From an optimization exercise on the open Yosys and OpenROAD flow, aimed at small area and a short achievable clock period; shortcuts taken in it are not production practice.
Function was checked by simulation only, so behaviour that the tests miss may differ from the original.
No activity file was given, so power comes from the tool's default toggle rates.

lane 1:
Design fp32_add, start of the top module:
module fp32_add(
    input wire clk,
    input wire [31:0] a,
    input wire [31:0] b,
    input wire sub,
    input wire [2:0] rm,
    output wire [31:0] result,
    output wire nv,
    output wire of,
    output wire nx
);
    integer k;
    wire a_sign = a[31];
    wire b_sign = b[31] ^ sub;
    wire [7:0] a_exp = a[30:23];
    wire [7:0] b_exp = b[30:23];
    wire [22:0] a_frac = a[22:0];
    wire [22:0] b_frac = b[22:0];
    wire s0_is_sub = a_sign ^ b_sign;
    wire a_hid = |a_exp;
    wire b_hid = |b_exp;
    wire [7:0] a_eeff = {a_exp[7:1], a_exp[0] | ~a_hid};
    wire [7:0] b_eeff = {b_exp[7:1], b_exp[0] | ~b_hid};
    wire [7:0] d_ab = a_eeff - b_eeff;
    wire [7:0] d_ba = b_eeff - a_eeff;
    wire swap = a[30:0] < b[30:0];
    wire [7:0] l_exp = swap ? b_exp : a_exp;
    wire [22:0] l_frac = swap ? b_frac : a_frac;
    wire [23:0] s_sig = swap ? {a_hid, a_frac} : {b_hid, b_frac};
    wire l_sign = swap ? b_sign : a_sign;
    wire [4:0] s0_off = swap ? d_ba[4:0] : d_ab[4:0];
    wire s0_far = swap ? |d_ba[7:5] : |d_ab[7:5];    
    reg r1_sign, r1_is_sub;
    reg [2:0] r1_rm;
    reg [7:0] r1_lexp;
    reg [22:0] r1_lfrac;
    reg [23:0] r1_ssig;
    reg [4:0] r1_off;
    reg r1_far;
    always @(posedge clk) begin
        r1_sign <= l_sign;
        r1_is_sub <= s0_is_sub;
        r1_rm <= rm;
        r1_lexp <= l_exp;
        r1_lfrac <= l_frac;
        r1_ssig <= s_sig;
        r1_off <= s0_off;
        r1_far <= s0_far;
    end
    wire l_hid = |r1_lexp;
    wire [7:0] l_e = {r1_lexp[7:1], r1_lexp[0] | ~l_hid};
    wire [27:0] in1 = {1'b0, l_hid, r1_lfrac, 3'b000};
  ...
For scale: ~1900 cells after synthesis, ~150 flip-flops, roughly 100 I/O pins, about 0.012 mm^2 of cells after synthesis.
clock: 6.5 ns
lec_check: 0
abc_area: 1
cap_margin: 20
core_margin: 2
core_utilization: 40
cts_buf_list: sky130_fd_sc_hd__clkbuf_8
setup_slack_margin: 2.7
slew_margin: 20
standard.sh (not shown) runs the stock make flow with config.mk's settings and CLKGATE_MAP_FILE= SYNTH_SCRIPT=/design/flow/synth_recipe.tcl, a recipe that flattens the netlist after the stock synthesis.
==> flow/flow/run.sh <==
#!/bin/bash
# The standard layout, with plain buffers (sky130_fd_sc_hd__buf_1) on the ports instead of the
# delay cells that buffer_ports picks by default. Every port still gets its own buffer.
set -euo pipefail
export BUFFER_PORTS_ARGS="-buffer_cell sky130_fd_sc_hd__buf_1"
bash standard.sh > standard.log 2>&1
Inputs modified between lane 1 and lane 5:
--- a/flow/design.v
+++ b/flow/design.v
@@ -21,62 +21,59 @@
     wire a_hid = |a_exp;
     wire b_hid = |b_exp;
     wire [7:0] a_eeff = {a_exp[7:1], a_exp[0] | ~a_hid};
     wire [7:0] b_eeff = {b_exp[7:1], b_exp[0] | ~b_hid};
     wire [7:0] d_ab = a_eeff - b_eeff;
     wire [7:0] d_ba = b_eeff - a_eeff;
     wire swap = a[30:0] < b[30:0];
     wire [7:0] l_exp = swap ? b_exp : a_exp;
     wire [22:0] l_frac = swap ? b_frac : a_frac;
     wire [23:0] s_sig = swap ? {a_hid, a_frac} : {b_hid, b_frac};
     wire l_sign = swap ? b_sign : a_sign;
-    wire [4:0] s0_off = swap ? d_ba[4:0] : d_ab[4:0];
-    wire s0_far = swap ? |d_ba[7:5] : |d_ab[7:5];    
+    wire [4:0] s0_off = swap ? (d_ba[4:0] | {5{|d_ba[7:5]}}) : (d_ab[4:0] | {5{|d_ab[7:5]}});
     reg r1_sign, r1_is_sub;
     reg [2:0] r1_rm;
     reg [7:0] r1_lexp;
     reg [22:0] r1_lfrac;
     reg [23:0] r1_ssig;
     reg [4:0] r1_off;
-    reg r1_far;
     always @(posedge clk) begin
         r1_sign <= l_sign;
         r1_is_sub <= s0_is_sub;
         r1_rm <= rm;
         r1_lexp <= l_exp;
         r1_lfrac <= l_frac;
         r1_ssig <= s_sig;
         r1_off <= s0_off;
-        r1_far <= s0_far;
     end
     wire l_hid = |r1_lexp;
     wire [7:0] l_e = {r1_lexp[7:1], r1_lexp[0] | ~l_hid};
     wire [27:0] in1 = {1'b0, l_hid, r1_lfrac, 3'b000};
     wire [26:0] sh0 = {r1_ssig, 3'b000};
-    wire [26:0] sh1 = r1_far ? 27'b0 : r1_off[4] ? {16'b0, sh0[26:16]} : sh0;
+    wire [26:0] sh1 = r1_off[4] ? {16'b0, sh0[26:16]} : sh0;
     wire [26:0] sh2 = r1_off[3] ? {8'b0, sh1[26:8]} : sh1;
     wire [26:0] sh3 = r1_off[2] ? {4'b0, sh2[26:4]} : sh2;
     wire [26:0] sh4 = r1_off[1] ? {2'b0, sh3[26:2]} : sh3;
     wire [26:0] sh5 = r1_off[0] ? {1'b0, sh4[26:1]} : sh4;
     reg [23:0] smask;    
     always @*
         for (k = 0; k < 24; k = k + 1)
-            smask[k] = r1_far | (r1_off >= k + 3);
+            smask[k] = r1_off >= k + 3;
     wire sticky = |(r1_ssig & smask);
     wire [27:0] in2 = {1'b0, sh5[26:1], sticky};
     wire [27:0] in2x = in2 ^ {28{r1_is_sub}};
     wire [28:0] sum_c = {in1, 1'b1} + {in2x, r1_is_sub};
     wire [27:0] s1_sum = sum_c[28:1];
     wire [7:0] s1_exp = l_e + 8'd1;
     wire l_emax = &r1_lexp;
-    wire s_emax = l_emax & ~r1_far & ~|r1_off;
+    wire s_emax = l_emax & ~|r1_off;
     wire l_fz = ~|r1_lfrac;
     wire s_fz = ~|r1_ssig[22:0];
     wire l_nan = l_emax & ~l_fz;
     wire l_inf = l_emax & l_fz;
     wire s_inf = s_emax & s_fz;
     wire l_snan = l_nan & ~r1_lfrac[22];
     wire s_snan = s_emax & ~s_fz & ~r1_ssig[22];
     wire inf_inf = r1_is_sub & l_inf & s_inf;
     wire s1_nv = l_snan | s_snan | inf_inf;
     wire s1_nan = l_nan | inf_inf;
     wire s1_inf = ~s1_nan & l_inf;
[summary]
In lane 5, number of buffers outside the clock class in the layout is higher than in lane 1.
Wire length on met2 is higher on lane 1
In the reports for lane 1 and lane 5, the larger fraction of met2 tracks used by global routing belongs to lane 1.
In lane 5 relative to lane 1, register area had gone down slightly.
Comparing lane 1 and lane 5, shortest clock period the worst path allows after layout is lower on lane 5.
Total power (lane 5 vs. lane 1) decreases by a few percent

static timing again, ports no longer ideal:
How much do the figures lean on ideal ports? The routed layouts below were timed once more, with nothing changed but the port constraints. Step 1: set_driving_cell puts a clkbuf_16 on clk and a buf_2 on each other input, an assumption about the parent block. Step 2 moves the port delays by t, midway between the first and last clock arrival at a register: inputs arrive t later, outputs are due t later. That takes back most of the time a late clock gives input paths. Slacks: no drivers / after step 1 / after step 2; pairs: no drivers / after step 1.
run	t, ns	setup WS [ns]	worst setup path at the end	worst data-port slew with drivers (ns)
lane 1	0.516	2.814 / 2.767 / 2.454	input to register	0.05
lane 5	0.508	2.818 / 2.770 / 2.448	input to register	0.05
After both steps every run listed still meets setup and hold. The setup slack of lane 5, which loses most, moves by -0.048 ns with the drivers and by -0.370 ns with both steps.
